This is an optimization exercise on Yosys and OpenROAD, whose aim is small area, not a production implementation. In this exercise RTL edits were held to simulation tests only and were not proved equivalent to the original. The flow treats the clock pin as an ideal source, which a real chip does not have. Power is estimated from default activity; no workload was simulated.

==> design.v <==
module rgb2ycbcr(
    input clk,
    input de_in,
    input Hsync_in,
    input Vsync_in,
    input [23:0] pixel_RGB,
    output de_out,
    output Hsync_out,
    output Vsync_out,
    output [23:0] pixel_YCbCr
);
reg [26:0] s1, s2, s3, s4, s5;
wire [7:0] y, cb, cr;
always @(posedge clk) begin
    s1 <= {de_in, Hsync_in, Vsync_in, pixel_RGB};
    s2 <= s1;
    s3 <= s2;
    s4 <= s3;
    s5 <= {s4[26:24], y, cb, cr};
end
ycc_core core (.R(s4[23:16]), .G(s4[15:8]), .B(s4[7:0]), .Y(y), .Cb(cb), .Cr(cr));
assign {de_out, Hsync_out, Vsync_out, pixel_YCbCr} = s5;
endmodule
module ycc_core(input [7:0] R, input [7:0] G, input [7:0] B, output [7:0] Y, output [7:0] Cb, output [7:0] Cr);
wire [7:0] nR, nG, nB;
wire w1, w2, w3, w4, w5, w6, w7, w8, w9, w10, w11, w12, w13, w14, w15, w16, w17, w18, w19, w20, w21, w22, w23, w24, w25, w26, w27, w28, w29, w30, w31, w32, w33, w34, w35, w36, w37, w38, w39, w40, w41, w42, w43, w44, w45, w46, w47, w48, w49, w50, w51, w52, w53, w54, w55, w56, w57, w58, w59, w60, w61, w62, w64, w65, w66, w67, w68, w69, w70, w71, w72, w73, w74, w75, w76, w77, w78, w79, w80, w81, w82, w83, w84, w85, w86, w87, w88, w89, w90, w91, w92, w93, w94, w95, w96, w97, w98, w99, w100, w101, w102, w103, w104, w105, w106, w107, w108, w109, w110, w111, w112, w114, w116, w118, w120, w122, w124, w125, w127, w128, w129, w130, w131, w132, w133, w134, w135, w136, w137, w138, w139, w140, w141, w142, w143, w144, w145, w146, w147, w148, w149, w150, w151, w152, w153, w154, w155, w156, w157, w158, w159, w160, w161, w162, w163, w164, w165, w166, w167, w168, w169, w170, w171, w172, w173, w174, w175, w176, w177, w178, w179, w180, w181, w182, w183, w184, w185, w186, w187, w188, w189, w190, w191, w192, w193, w194, w195, w196, w197, w198, w199, w200, w201, w202, w203, w204, w205, w206, w207, w208, w209, w210, w211, w212, w213, w214, w216, w218, w220, w222, w224, w226, w228, w229, w231, w232, w233, w234, w235, w236, w237, w238, w239, w240, w241, w242, w243, w244, w245, w246, w247, w248, w249, w250, w251, w252, w253, w254, w255, w256, w257, w258, w259, w260, w261, w262, w263, w264, w265, w266, w267, w268, w269, w270, w271, w272, w273, w274, w275, w276, w277, w278, w279, w281, w282, w283, w284, w285, w286, w287, w288, w289, w290, w291, w293, w294, w295, w296, w297, w298, w299, w301, w302, w303, w304, w305, w306, w307, w308, w309, w310, w311, w312, w313, w314, w315, w316, w317, w318, w319, w320, w321, w323, w325, w327, w329, w330;
c_inv8 ir (.a(R), .y(nR));
c_inv8 ig (.a(G), .y(nG));
c_inv8 ib (.a(B), .y(nB));
c_fa u2 (.a(R[0]), .b(R[1]), .c(R[2]), .s(w1), .co(w2));
c_fa u4 (.a(R[2]), .b(R[3]), .c(R[6]), .s(w3), .co(w4));
c_fa u6 (.a(R[0]), .b(R[3]), .c(R[4]), .s(w5), .co(w6));
c_fa u8 (.a(R[1]), .b(R[4]), .c(R[5]), .s(w7), .co(w8));
c_ha u10 (.a(R[7]), .b(w4), .s(w9), .co(w10));
c_ha u12 (.a(w6), .b(w7), .s(w11), .co(w12));
c_maj3 u13 (.a(R[1]), .b(R[4]), .c(R[7]), .y(w13));
c_maj3 u14 (.a(R[5]), .b(w1), .c(w13), .y(w14));
c_maj3 u15 (.a(w2), .b(w3), .c(w14), .y(w15));
c_maj3 u16 (.a(w9), .b(w5), .c(w15), .y(w16));
c_maj3 u17 (.a(w10), .b(w11), .c(w16), .y(w17));
c_fa u19 (.a(G[1]), .b(G[3]), .c(G[7]), .s(w18), .co(w19));
c_fa u21 (.a(G[0]), .b(G[2]), .c(G[3]), .s(w20), .co(w21));
c_ha u23 (.a(G[0]), .b(G[3]), .s(w22), .co(w23));
c_fa u25 (.a(nG[2]), .b(nG[4]), .c(w18), .s(w24), .co(w25));
c_ha u27 (.a(nG[5]), .b(w19), .s(w26), .co(w27));
c_fa u29 (.a(G[4]), .b(nG[6]), .c(w20), .s(w28), .co(w29));
c_maj3 u30 (.a(G[1]), .b(G[5]), .c(nG[2]), .y(w30));
c_maj3 u31 (.a(w22), .b(G[6]), .c(w30), .y(w31));
c_maj3 u32 (.a(w23), .b(w24), .c(w31), .y(w32));
c_maj3 u33 (.a(w25), .b(w26), .c(w32), .y(w33));
c_maj3 u34 (.a(w27), .b(w28), .c(w33), .y(w34));
c_xnor2 u35 (.a(B[4]), .b(nB[2]), .y(w35));
c_or2 u36 (.a(B[4]), .b(nB[2]), .y(w36));
c_fa u38 (.a(B[0]), .b(B[5]), .c(B[7]), .s(w37), .co(w38));
c_fa u40 (.a(B[1]), .b(B[6]), .c(nB[4]), .s(w39), .co(w40));
c_fa u42 (.a(B[2]), .b(B[7]), .c(nB[5]), .s(w41), .co(w42));
c_or2 u43 (.a(nB[1]), .b(B[2]), .y(w43));
c_maj3 u44 (.a(B[6]), .b(nB[7]), .c(w43), .y(w44));
c_maj3 u45 (.a(w35), .b(nB[3]), .c(w44), .y(w45));
c_maj3 u46 (.a(w36), .b(w37), .c(w45), .y(w46));
c_maj3 u47 (.a(w38), .b(w39), .c(w46), .y(w47));
c_maj3 u48 (.a(w40), .b(w41), .c(w47), .y(w48));
c_fa u50 (.a(R[2]), .b(R[5]), .c(G[1]), .s(w49), .co(w50));
c_fa u52 (.a(G[4]), .b(B[3]), .c(nR[6]), .s(w51), .co(w52));
c_fa u54 (.a(nG[5]), .b(nG[7]), .c(nB[6]), .s(w53), .co(w54));
c_fa u56 (.a(w8), .b(w21), .c(w49), .s(w55), .co(w56));
c_fa u58 (.a(w42), .b(w51), .c(w53), .s(w57), .co(w58));
c_fa u60 (.a(w12), .b(w29), .c(w55), .s(w59), .co(w60));
c_fa u62 (.a(w57), .b(w59), .c(w17), .s(w61), .co(w62));
c_fa u64 (.a(w34), .b(w48), .c(w61), .s(Y[0]), .co(w64));
c_fa u66 (.a(R[3]), .b(G[2]), .c(B[4]), .s(w65), .co(w66));
c_fa u68 (.a(nR[7]), .b(nG[6]), .c(nB[7]), .s(w67), .co(w68));
c_fa u70 (.a(w50), .b(w65), .c(w52), .s(w69), .co(w70));
c_fa u72 (.a(w54), .b(w67), .c(w56), .s(w71), .co(w72));
c_fa u74 (.a(w58), .b(w69), .c(w71), .s(w73), .co(w74));
c_fa u76 (.a(w60), .b(w73), .c(w62), .s(w75), .co(w76));
c_fa u78 (.a(R[4]), .b(R[6]), .c(G[3]), .s(w77), .co(w78));
c_fa u80 (.a(G[5]), .b(B[5]), .c(nG[7]), .s(w79), .co(w80));
c_fa u82 (.a(w66), .b(w77), .c(w68), .s(w81), .co(w82));
c_fa u84 (.a(w79), .b(w70), .c(w81), .s(w83), .co(w84));
c_fa u86 (.a(w72), .b(w83), .c(w74), .s(w85), .co(w86));
c_fa u88 (.a(R[5]), .b(R[7]), .c(G[4]), .s(w87), .co(w88));
c_fa u90 (.a(G[6]), .b(B[6]), .c(w78), .s(w89), .co(w90));
c_fa u92 (.a(w87), .b(w80), .c(w89), .s(w91), .co(w92));
c_fa u94 (.a(w82), .b(w91), .c(w84), .s(w93), .co(w94));
c_xnor2 u95 (.a(R[6]), .b(G[5]), .y(w95));
c_or2 u96 (.a(R[6]), .b(G[5]), .y(w96));
c_fa u98 (.a(G[7]), .b(B[7]), .c(w95), .s(w97), .co(w98));
c_fa u100 (.a(w88), .b(w97), .c(w90), .s(w99), .co(w100));
c_fa u102 (.a(w99), .b(w92), .c(w94), .s(w101), .co(w102));
c_xnor2 u103 (.a(R[7]), .b(G[6]), .y(w103));
c_or2 u104 (.a(R[7]), .b(G[6]), .y(w104));
c_fa u106 (.a(w96), .b(w103), .c(w98), .s(w105), .co(w106));
c_fa u108 (.a(w105), .b(w100), .c(w102), .s(w107), .co(w108));
c_xnor2 u109 (.a(G[7]), .b(w104), .y(w109));
c_or2 u110 (.a(G[7]), .b(w104), .y(w110));
c_fa u112 (.a(w109), .b(w106), .c(w108), .s(w111), .co(w112));
c_ha u114 (.a(w64), .b(w75), .s(Y[1]), .co(w114));
c_fa u116 (.a(w85), .b(w76), .c(w114), .s(Y[2]), .co(w116));
c_fa u118 (.a(w93), .b(w86), .c(w116), .s(Y[3]), .co(w118));
c_ha u120 (.a(w101), .b(w118), .s(Y[4]), .co(w120));
c_ha u122 (.a(w107), .b(w120), .s(Y[5]), .co(w122));
c_ha u124 (.a(w111), .b(w122), .s(Y[6]), .co(w124));
c_xor2 u125 (.a(w110), .b(w112), .y(w125));
c_xnor2 u126 (.a(w125), .b(w124), .y(Y[7]));
c_fa u128 (.a(nR[1]), .b(nR[2]), .c(nR[3]), .s(w127), .co(w128));
c_fa u130 (.a(R[7]), .b(nR[0]), .c(nR[2]), .s(w129), .co(w130));
c_fa u132 (.a(nR[4]), .b(nR[5]), .c(nR[6]), .s(w131), .co(w132));
c_fa u134 (.a(R[1]), .b(R[3]), .c(R[5]), .s(w133), .co(w134));
c_fa u136 (.a(nR[4]), .b(nR[6]), .c(w129), .s(w135), .co(w136));
c_fa u138 (.a(w130), .b(w131), .c(w127), .s(w137), .co(w138));
c_and2 u139 (.a(R[2]), .b(R[6]), .y(w139));
c_maj3 u140 (.a(R[1]), .b(R[3]), .c(w139), .y(w140));
c_maj3 u141 (.a(R[2]), .b(R[4]), .c(w140), .y(w141));
c_maj3 u142 (.a(w133), .b(R[7]), .c(w141), .y(w142));
c_maj3 u143 (.a(w134), .b(w135), .c(w142), .y(w143));
c_maj3 u144 (.a(w136), .b(w137), .c(w143), .y(w144));
c_fa u146 (.a(G[5]), .b(nG[0]), .c(nG[2]), .s(w145), .co(w146));
c_xnor2 u147 (.a(nG[0]), .b(nG[2]), .y(w147));
c_or2 u148 (.a(nG[0]), .b(nG[2]), .y(w148));
c_fa u150 (.a(G[5]), .b(nG[1]), .c(nG[3]), .s(w149), .co(w150));
c_fa u152 (.a(nG[4]), .b(nG[6]), .c(w145), .s(w151), .co(w152));
c_fa u154 (.a(nG[1]), .b(nG[3]), .c(nG[7]), .s(w153), .co(w154));
c_ha u156 (.a(w146), .b(w153), .s(w155), .co(w156));
c_and2 u157 (.a(G[6]), .b(G[7]), .y(w157));
c_maj3 u158 (.a(G[5]), .b(G[7]), .c(w157), .y(w158));
c_maj3 u159 (.a(nG[4]), .b(w147), .c(w158), .y(w159));
c_maj3 u160 (.a(w148), .b(w149), .c(w159), .y(w160));
c_maj3 u161 (.a(w150), .b(w151), .c(w160), .y(w161));
c_maj3 u162 (.a(w155), .b(w152), .c(w161), .y(w162));
c_fa u164 (.a(G[5]), .b(B[1]), .c(nR[3]), .s(w163), .co(w164));
c_fa u166 (.a(nR[5]), .b(nG[2]), .c(nG[4]), .s(w165), .co(w166));
c_fa u168 (.a(nG[6]), .b(w132), .c(w128), .s(w167), .co(w168));
c_fa u170 (.a(w154), .b(w163), .c(w165), .s(w169), .co(w170));
c_fa u172 (.a(R[7]), .b(B[2]), .c(nR[4]), .s(w171), .co(w172));
c_fa u174 (.a(nR[6]), .b(nG[3]), .c(nG[7]), .s(w173), .co(w174));
c_fa u176 (.a(w156), .b(w167), .c(w138), .s(w175), .co(w176));
c_fa u178 (.a(w164), .b(w166), .c(w171), .s(w177), .co(w178));
c_fa u180 (.a(G[5]), .b(B[3]), .c(nR[5]), .s(w179), .co(w180));
c_fa u182 (.a(nG[4]), .b(nG[6]), .c(w172), .s(w181), .co(w182));
c_fa u184 (.a(R[7]), .b(B[4]), .c(nR[6]), .s(w183), .co(w184));
c_fa u186 (.a(w173), .b(w168), .c(w170), .s(w185), .co(w186));
c_fa u188 (.a(w174), .b(w179), .c(w178), .s(w187), .co(w188));
c_fa u190 (.a(nG[7]), .b(w180), .c(w183), .s(w189), .co(w190));
c_xnor2 u191 (.a(B[5]), .b(nG[5]), .y(w191));
c_or2 u192 (.a(B[5]), .b(nG[5]), .y(w192));
c_xnor2 u193 (.a(B[6]), .b(nR[7]), .y(w193));
c_or2 u194 (.a(B[6]), .b(nR[7]), .y(w194));
c_fa u196 (.a(w169), .b(w175), .c(w144), .s(w195), .co(w196));
c_fa u198 (.a(w177), .b(w176), .c(w185), .s(w197), .co(w198));
c_fa u200 (.a(w181), .b(w186), .c(w187), .s(w199), .co(w200));
c_fa u202 (.a(w182), .b(w189), .c(w188), .s(w201), .co(w202));
c_fa u204 (.a(nG[6]), .b(w191), .c(w184), .s(w203), .co(w204));
c_fa u206 (.a(nG[7]), .b(w192), .c(w193), .s(w205), .co(w206));
c_xnor2 u207 (.a(B[7]), .b(w194), .y(w207));
c_or2 u208 (.a(B[7]), .b(w194), .y(w208));
c_fa u210 (.a(w203), .b(w190), .c(w202), .s(w209), .co(w210));
c_fa u212 (.a(w205), .b(w204), .c(w210), .s(w211), .co(w212));
c_fa u214 (.a(w207), .b(w206), .c(w212), .s(w213), .co(w214));
c_ha u216 (.a(w162), .b(w195), .s(Cb[0]), .co(w216));
c_fa u218 (.a(w197), .b(w196), .c(w216), .s(Cb[1]), .co(w218));
c_fa u220 (.a(w198), .b(w199), .c(w218), .s(Cb[2]), .co(w220));
c_fa u222 (.a(w200), .b(w201), .c(w220), .s(Cb[3]), .co(w222));
c_ha u224 (.a(w209), .b(w222), .s(Cb[4]), .co(w224));
c_ha u226 (.a(w211), .b(w224), .s(Cb[5]), .co(w226));
c_ha u228 (.a(w213), .b(w226), .s(Cb[6]), .co(w228));
c_xor2 u229 (.a(w208), .b(w214), .y(w229));
c_xnor2 u230 (.a(w229), .b(w228), .y(Cb[7]));
c_fa u232 (.a(G[0]), .b(G[2]), .c(G[4]), .s(w231), .co(w232));
c_fa u234 (.a(G[1]), .b(G[5]), .c(nG[7]), .s(w233), .co(w234));
c_fa u236 (.a(G[2]), .b(G[4]), .c(G[6]), .s(w235), .co(w236));
c_fa u238 (.a(G[5]), .b(G[7]), .c(nG[0]), .s(w237), .co(w238));
c_ha u240 (.a(nG[3]), .b(w235), .s(w239), .co(w240));
c_ha u242 (.a(w236), .b(w237), .s(w241), .co(w242));
c_and2 u243 (.a(nG[5]), .b(nG[6]), .y(w243));
c_or2 u244 (.a(G[7]), .b(w243), .y(w244));
c_maj3 u245 (.a(G[0]), .b(nG[3]), .c(w244), .y(w245));
c_maj3 u246 (.a(nG[3]), .b(w231), .c(w245), .y(w246));
c_maj3 u247 (.a(w232), .b(w233), .c(w246), .y(w247));
c_maj3 u248 (.a(w239), .b(w234), .c(w247), .y(w248));
c_maj3 u249 (.a(w240), .b(w241), .c(w248), .y(w249));
c_xnor2 u250 (.a(B[3]), .b(nB[4]), .y(w250));
c_or2 u251 (.a(B[3]), .b(nB[4]), .y(w251));
c_fa u253 (.a(B[3]), .b(nB[0]), .c(nB[2]), .s(w252), .co(w253));
c_fa u255 (.a(B[7]), .b(nB[1]), .c(nB[5]), .s(w254), .co(w255));
c_fa u257 (.a(B[3]), .b(B[6]), .c(nB[2]), .s(w256), .co(w257));
c_fa u259 (.a(B[6]), .b(nB[5]), .c(nB[7]), .s(w258), .co(w259));
c_ha u261 (.a(nB[4]), .b(w255), .s(w260), .co(w261));
c_ha u263 (.a(w257), .b(w258), .s(w262), .co(w263));
c_maj3 u264 (.a(B[7]), .b(nB[2]), .c(nB[4]), .y(w264));
c_maj3 u265 (.a(nB[7]), .b(w250), .c(w264), .y(w265));
c_maj3 u266 (.a(w251), .b(w252), .c(w265), .y(w266));
c_maj3 u267 (.a(w253), .b(w254), .c(w266), .y(w267));
c_maj3 u268 (.a(w260), .b(w256), .c(w267), .y(w268));
c_maj3 u269 (.a(w261), .b(w262), .c(w268), .y(w269));
c_fa u271 (.a(G[3]), .b(G[4]), .c(G[6]), .s(w270), .co(w271));
c_fa u273 (.a(R[1]), .b(nG[1]), .c(nB[3]), .s(w272), .co(w273));
c_fa u275 (.a(nB[4]), .b(w270), .c(w238), .s(w274), .co(w275));
c_fa u277 (.a(w259), .b(w272), .c(w242), .s(w276), .co(w277));
c_fa u279 (.a(w263), .b(w274), .c(w276), .s(w278), .co(w279));
c_fa u281 (.a(w278), .b(w269), .c(w249), .s(Cr[0]), .co(w281));
c_fa u283 (.a(G[5]), .b(G[7]), .c(B[6]), .s(w282), .co(w283));
c_fa u285 (.a(R[2]), .b(nG[2]), .c(nB[5]), .s(w284), .co(w285));
c_fa u287 (.a(nB[7]), .b(w271), .c(w282), .s(w286), .co(w287));
c_fa u289 (.a(w273), .b(w284), .c(w275), .s(w288), .co(w289));
c_fa u291 (.a(w286), .b(w277), .c(w288), .s(w290), .co(w291));
c_fa u293 (.a(w279), .b(w290), .c(w281), .s(Cr[1]), .co(w293));
c_fa u295 (.a(G[6]), .b(R[3]), .c(nG[3]), .s(w294), .co(w295));
c_fa u297 (.a(w283), .b(w285), .c(w294), .s(w296), .co(w297));
c_fa u299 (.a(w287), .b(w296), .c(w289), .s(w298), .co(w299));
c_fa u301 (.a(w291), .b(w298), .c(w293), .s(Cr[2]), .co(w301));
c_xnor2 u302 (.a(G[7]), .b(R[4]), .y(w302));
c_or2 u303 (.a(G[7]), .b(R[4]), .y(w303));
c_fa u305 (.a(nG[4]), .b(nB[6]), .c(nB[7]), .s(w304), .co(w305));
c_fa u307 (.a(w302), .b(w295), .c(w304), .s(w306), .co(w307));
c_fa u309 (.a(w297), .b(w306), .c(w299), .s(w308), .co(w309));
c_fa u311 (.a(R[5]), .b(nG[5]), .c(w303), .s(w310), .co(w311));
c_fa u313 (.a(w305), .b(w310), .c(w307), .s(w312), .co(w313));
c_xnor2 u314 (.a(R[6]), .b(nG[6]), .y(w314));
c_or2 u315 (.a(R[6]), .b(nG[6]), .y(w315));
c_fa u317 (.a(w314), .b(w311), .c(w313), .s(w316), .co(w317));
c_xnor2 u318 (.a(R[7]), .b(nG[7]), .y(w318));
c_or2 u319 (.a(R[7]), .b(nG[7]), .y(w319));
c_fa u321 (.a(w315), .b(w318), .c(w317), .s(w320), .co(w321));
c_ha u323 (.a(w308), .b(w301), .s(Cr[3]), .co(w323));
c_fa u325 (.a(w312), .b(w309), .c(w323), .s(Cr[4]), .co(w325));
c_ha u327 (.a(w316), .b(w325), .s(Cr[5]), .co(w327));
c_ha u329 (.a(w320), .b(w327), .s(Cr[6]), .co(w329));
c_xor2 u330 (.a(w319), .b(w321), .y(w330));
c_xnor2 u331 (.a(w330), .b(w329), .y(Cr[7]));
endmodule
module c_inv8(input [7:0] a, output [7:0] y);
assign y = ~a;
endmodule
module c_and2(input a, input b, output y);
assign y = a & b;
endmodule
module c_fa(input a, input b, input c, output s, output co);
assign s = a ^ b ^ c;
assign co = (a & b) | (a & c) | (b & c);
endmodule
module c_ha(input a, input b, output s, output co);
assign s = a ^ b;
assign co = a & b;
endmodule
module c_maj3(input a, input b, input c, output y);
assign y = (a & b) | (a & c) | (b & c);
endmodule
module c_or2(input a, input b, output y);
assign y = a | b;
endmodule
module c_xnor2(input a, input b, output y);
assign y = ~(a ^ b);
endmodule
module c_xor2(input a, input b, output y);
assign y = a ^ b;
endmodule
==> flow/run.sh <==
#!/bin/bash
# Layout flow: the standard flow (standard.sh) in three parts.
#  1. standard synthesis; majority gates mapped to the x1 drive cell.
#  2. floorplan, placement and clock tree with small port buffers and no dummy loads.
#  3. clock buffers downsized where the clock slew allows, then routing and finish.
# Every tool's full output stays in its own log: orfs/logs/ (ORFS steps), flow_*.log here.
set -euo pipefail
export BUFFER_PORTS_ARGS="-buffer_cell sky130_fd_sc_hd__buf_1"
export CTS_ARGS='-sink_clustering_enable -repair_clock_nets -dont_use_dummy_load -root_buf sky130_fd_sc_hd__clkbuf_8 -buf_list {sky130_fd_sc_hd__clkbuf_8} -sink_clustering_size 25 -sink_clustering_max_diameter 60'
R=orfs/results/$FLOW_PLATFORM/rgb2ycbcr/base
bash standard.sh synth > flow_synth.log 2>&1
sed -i 's/sky130_fd_sc_hd__maj3_2 /sky130_fd_sc_hd__maj3_1 /' $R/1_2_yosys.v
bash standard.sh cts > flow_cts.log 2>&1
openroad -no_init -exit flow/clkdown.tcl > flow_clkdown.log 2>&1
bash standard.sh finish > flow_finish.log 2>&1
==> flow/clkdown.tcl <==
# Downsize clock-tree buffers to clkbuf_4 where the flip-flop clock slew stays low.
set R orfs/results/$::env(FLOW_PLATFORM)/rgb2ycbcr/base
read_liberty $::env(FLOW_HOME)/platforms/sky130hd/lib/sky130_fd_sc_hd__tt_025C_1v80.lib
read_db $R/4_cts.odb
read_sdc $R/4_cts.sdc
source $::env(FLOW_HOME)/platforms/sky130hd/setRC.tcl
set_propagated_clock [all_clocks]
estimate_parasitics -placement
proc worst_clk_slew {} {
  set w 0.0
  foreach pin [get_pins -hierarchical */CLK] {
    foreach rf {rise fall} {
      set s [get_property $pin slew_max]
      if {$s > $w} { set w $s }
    }
  }
  return $w
}
set small [get_lib_cells sky130_fd_sc_hd__clkbuf_4]
set limit 0.115
puts "worst clock slew before: [worst_clk_slew]"
foreach inst [get_cells *] {
  set m [get_property $inst ref_name]
  if {$m ne "sky130_fd_sc_hd__clkbuf_8"} { continue }
  set name [get_full_name $inst]
  replace_cell $inst $small
  estimate_parasitics -placement
  set w [worst_clk_slew]
  if {$w > $limit} {
    replace_cell $inst [get_lib_cells sky130_fd_sc_hd__clkbuf_8]
    estimate_parasitics -placement
    puts "keep $name (slew $w)"
  } else {
    puts "down $name (slew $w)"
  }
}
puts "worst clock slew after: [worst_clk_slew]"
write_db $R/4_cts.odb
==> standard.sh <==
#!/bin/bash
# synth_recipe.tcl (not shown) runs the flow's synth.tcl, then flattens the netlist and writes it again
# the make line also repeats each setting of config.mk as NAME=value (left out here)
make -C /OpenROAD-flow-scripts/flow DESIGN_CONFIG=/design/flow/config.mk WORK_HOME=/design/flow/orfs CLKGATE_MAP_FILE= SYNTH_SCRIPT=/design/flow/synth_recipe.tcl "${@:-finish}"
==> config.mk <==
export PLATFORM = sky130hd
export DESIGN_NAME = rgb2ycbcr
export DESIGN_NICKNAME = rgb2ycbcr
export VERILOG_FILES = /design/flow/design.v
export SDC_FILE = /design/flow/constraint.sdc
export NUM_CORES = 4
export LEC_CHECK = 0
export CAP_MARGIN = 20
export CORE_MARGIN = 2
export CORE_UTILIZATION = 40
export GPL_TIMING_DRIVEN = 0
export SLEW_MARGIN = 20
export SYNTH_HIERARCHICAL = 1
export SYNTH_MINIMUM_KEEP_SIZE = 0
==> constraint.sdc <==
create_clock -name core_clock -period 6.0 [get_ports {clk}]
set_input_delay 1.2000 -clock core_clock [delete_from_list [all_inputs] [get_ports {clk}]]
set_output_delay 1.2000 -clock core_clock [all_outputs]
set_load 0.01 [all_outputs]
==> impl_metrics.toml <==
[clock_tree]
tritoncts = "yes"
clk_latency_ps = 530
clkSinkCount = 135
htreeDepth = 4
cts_max_path_buffers = 2
holdBufCountCts = 0
cts.root.buffer_cell = "clkbuf_8"
clkTransAtPathRegs_ps = 100
cts-buffers-inserted = 17

[setup_path]
worst_r2r_path_depth = 16
cp_max_fo = 13
critPathLaunchType = "flop"
setup.worst_path.end_class = "flop"
worst_ep_required_time_ps = 6420
worst-setup-path-type = "flop to flop"
crit_arrival_ps = 5990
crit_path_cell_trace = "inv_1 -> and2_1 -> or2_1 -> maj3_1 -> maj3_1 -> maj3_1 -> maj3_1 -> maj3_1 -> fa_1 -> fa_1 -> fa_1 -> ha_1 -> fa_1 -> ha_1 -> ha_1 -> xnor2_1"
critical_path.max_stage_delay_ps = 620
worst_path_most_repeated_cell = "maj3_1"
ff2ff_setup_slack_ps = 430
crit_path_top_delay_cell = "dfxtp_2"
worstReg2RegEnd = "s5[7]"
timing.rr.start = "s4[13]"

[logic_synthesis]
syn_area_per_cell_um2 = 16.30
post_synth_instance_area_mm2 = 0.005869
synth_adder_area_share_pct = 48.32
syn_inst = 360
ys_seq_elements = 135
synth.lib_cells_used.distinct = 9
synthesis.yosys.warnings = 7
ys_top_cells_by_area = "dfxtp_1 46%, fa_1 37%, maj3_2 6.9%, ha_1 4.2%, xnor2_1 2.2%"
synth_top_area_cell = "dfxtp_1"
post_synth_mux_area_share_pct = 0
synth_compound_area_share_pct = 0
synth_chip_area_mm2 = 0.005914
post_synth_xor_area_fraction_pct = 2.666
synthSimpleGateAreaFrac_pct = 1.798
syn_nets = 518
synth_top_area_share_pct = 45.69
synth.yosys.seq_area_share_pct = 45.69
dominant_combinational_cell_family_by_area_after_synthesis = "adder cells"

[outcome]
run_status = "timing/DRC/antenna clean"

[sta]
worst_slew_pin_slew_ps = 765.7
layout_min_cycle_time_ps = 5572
final_critical_path_setup_slack_ps = 427.5
maxSlewHeadroom_pct = 48.88
fin_hold_ws_ps = 299.0
skew_final_ps = 34.08
final-hold-violation-count = 0
grt_setup_unrepaired = "false"
post-route-period-util_pct = 92.87
report.final.setup_viol = 0
max_freq_mhz = 179.5
slew_viol_final = 0

[placement]
placement.io_buffers = 54
detailedPlacementHpwl_mm = 6.952
pre_cts_ws_ps = -23.99
post-place-cells = 598
post_dp_cell_area_mm2 = 0.006302
finalWeightedCongestion = 0.8621

[detailed_routing]
detail-route-antenna-nets = 0
detail_route.first_pass.iterations = 4
drt_drc_violations_left = 0
dr_total_vias = 2709
routed_wirelength_mm = 8.974
post_drt_via_cell_ratio = 4.391
post_drt_wl_per_cell_um = 14.54
top_signal_layer_used = "met4"
route.met3.wl_um = 316
wl_met1_mm = 3.834
initial_drt_markers = 70
routed-wl-met2_mm = 4.669

[grt]
initial_antenna_violation_count = 0
grt_pass1_vias = 3053
pin_count_of_the_biggest_net_entering_global_routing = 17
grt_overflow = 0
track_usage_pct = 13.11
grt_pass1_wl_mm = 15.36

[layout]
layout.cell_area.non_filler_mm2 = 0.006462
final_cell_mix = "134 x dfxtp_1, 110 x fa_1, 54 x buf_1, 36 x maj3_1, 23 x inv_1"
layout-drive-gt1-share_pct = 4.850
layout.cells.non_filler = 617
nFillCells = 1341
n_antenna_cell = 0
finalNetCount = 593
syn_to_final_growth_pct = 10.10
most_frequent_standard_cell_in_the_layout_excluding_fill_and_tap_cells = "dfxtp_1"

[hold_path]
timing.hold.worst.start = "s3[24]"
timing.hold.worst_endpoint = "s4[24]"
worst_hold_path_type = "flop to flop"
worst_hold_path.num_cells = 0

[pwr]
p_per_area_mw_per_mm2 = 358.6
vdd.ir_drop.worst_uv = 207.2
p_leak_nw = 2.537

[floorplanning]
floorplan.initialDensity_pct = 40.69
chipWidth_um = 125.1
ioPinCount = 55
design.core.area_mm2 = 0.01442
core.rowCount = 44
die_height_um = 125.1
die_area_mm2 = 0.01566

[flow_run]
max_cap_viol_count = 0
==> how the worst max path moves through the flow <==
stage | startpoint | to | cells past startpoint
floorplan | s4[13] | s5[7] | 16
global placement | s4[13] | s5[7] | 16
detailed placement | s4[13] | s5[7] | 16
CTS | s4[14] | s5[7] | 16
global route | s4[13] | s5[7] | 16
finish | s4[13] | s5[7] | 16
==> layout make-up <==
type | instances | area [um^2] | share of cell area [%]
Inverter | 24 | 93.84 | 1.452
Sequential cell | 135 | 2704 | 41.84
Multi-Input combinational cell | 201 | 3077 | 47.61
Timing Repair Buffer | 56 | 217.7 | 3.369
Tap cell | 184 | 230.2 | 3.562
Clock buffer | 17 | 140.1 | 2.168
==> state kept, by name, indices dropped and copies added, names as in the netlist <==
signal / flops
s1: 27
s2: 27
s3: 27
s4: 27
s5: 27
==> where the power goes <==
| group | switching (mW) | leakage [nW] | total [mW] | internal (mW) |
|---|---|---|---|---|
| Sequential | 0.0556 | 1.14 | 1.10 | 1.04 |
| Combinational | 0.428 | 1.31 | 0.822 | 0.394 |
| Clock | 0.253 | 0.0834 | 0.396 | 0.143 |
==> synth_stat cells <==
| cell | number |
|---|---|
| dfxtp_1 | 135 |
| fa_1 | 110 |
| maj3_2 | 36 |
| inv_1 | 24 |
| ha_1 | 20 |
| xnor2_1 | 15 |
| or2_1 | 14 |
| and2_1 | 3 |
| xor2_1 | 3 |
==> metrics by stage <==
step                util, %  setup TNS (ps)  total power, mW
finish                44.80               0            2.318
detailed placement    43.69          -23.99            1.986
global placement      43.69          -32.55            1.970
floorplan                 -               0            1.701
global route          44.80               0            2.581
CTS                   45.32               0            2.518
==> modules after synthesis (local to each module, per instance), excerpt <==
module     copies in the design  flops+latches
rgb2ycbcr                     1            135
c_inv8                        3              0
c_fa                        110              0
c_ha                         20              0
c_maj3                       36              0
c_xnor2                      15              0
c_xor2                        3              0
c_and2                        3              0
c_or2                        14              0
==> per-layer routing <==
metal	global-route usage [%]	vias to the layer above
li1	-	1263
met1	16.13	1383
met2	21.39	52
met3	3.894	11
met4	6.078	0
met5	0	-
==> logic make-up after synthesis <==
family                   after synthesis
AND/OR/NAND/NOR                       17
adder cells (fa/ha/maj)              166
buffers and inverters                 24
flip-flops                           135
XOR/XNOR                              18
==> worst max-delay path, delay by kind of cell, from the launching register on <==
kind,cells,cell delay (ps)
xor+xnor,1,180
buf+inv,1,280
flops,1,620
simple gates,2,450
fa+ha+maj,12,3940
==> timing repair <==
action / in CTS / in global routing
setup endpoints to repair: 1 / 1
buffers inserted: 0 / 2
gates resized for setup: 1 / 1
hold endpoints to repair: 0 / 0

[port drivers added, routing unchanged]
The flow's constraints put no driver on any port. The routed layout listed below was extracted and timed again, unchanged, in two steps. Step 1 assumes that a clkbuf_16 drives the clock port and a buf_2 every other input. Step 2 also shifts input and output timing later by t, the mid clock arrival at the registers, as if the neighbouring blocks saw the same clock. a / b / c = ideal ports / drivers / drivers and shift; a / b = the first two.
t (ns): 0.545
setup slack, ns: 0.428 / 0.428 / 0.428
worst setup path after step 2: register to register
worst data-port slew with drivers (ns): 0.03
After both steps this run still meets setup and hold. For this run, drivers alone change the setup slack by 0.000 ns; drivers and shift together by 0.000 ns.
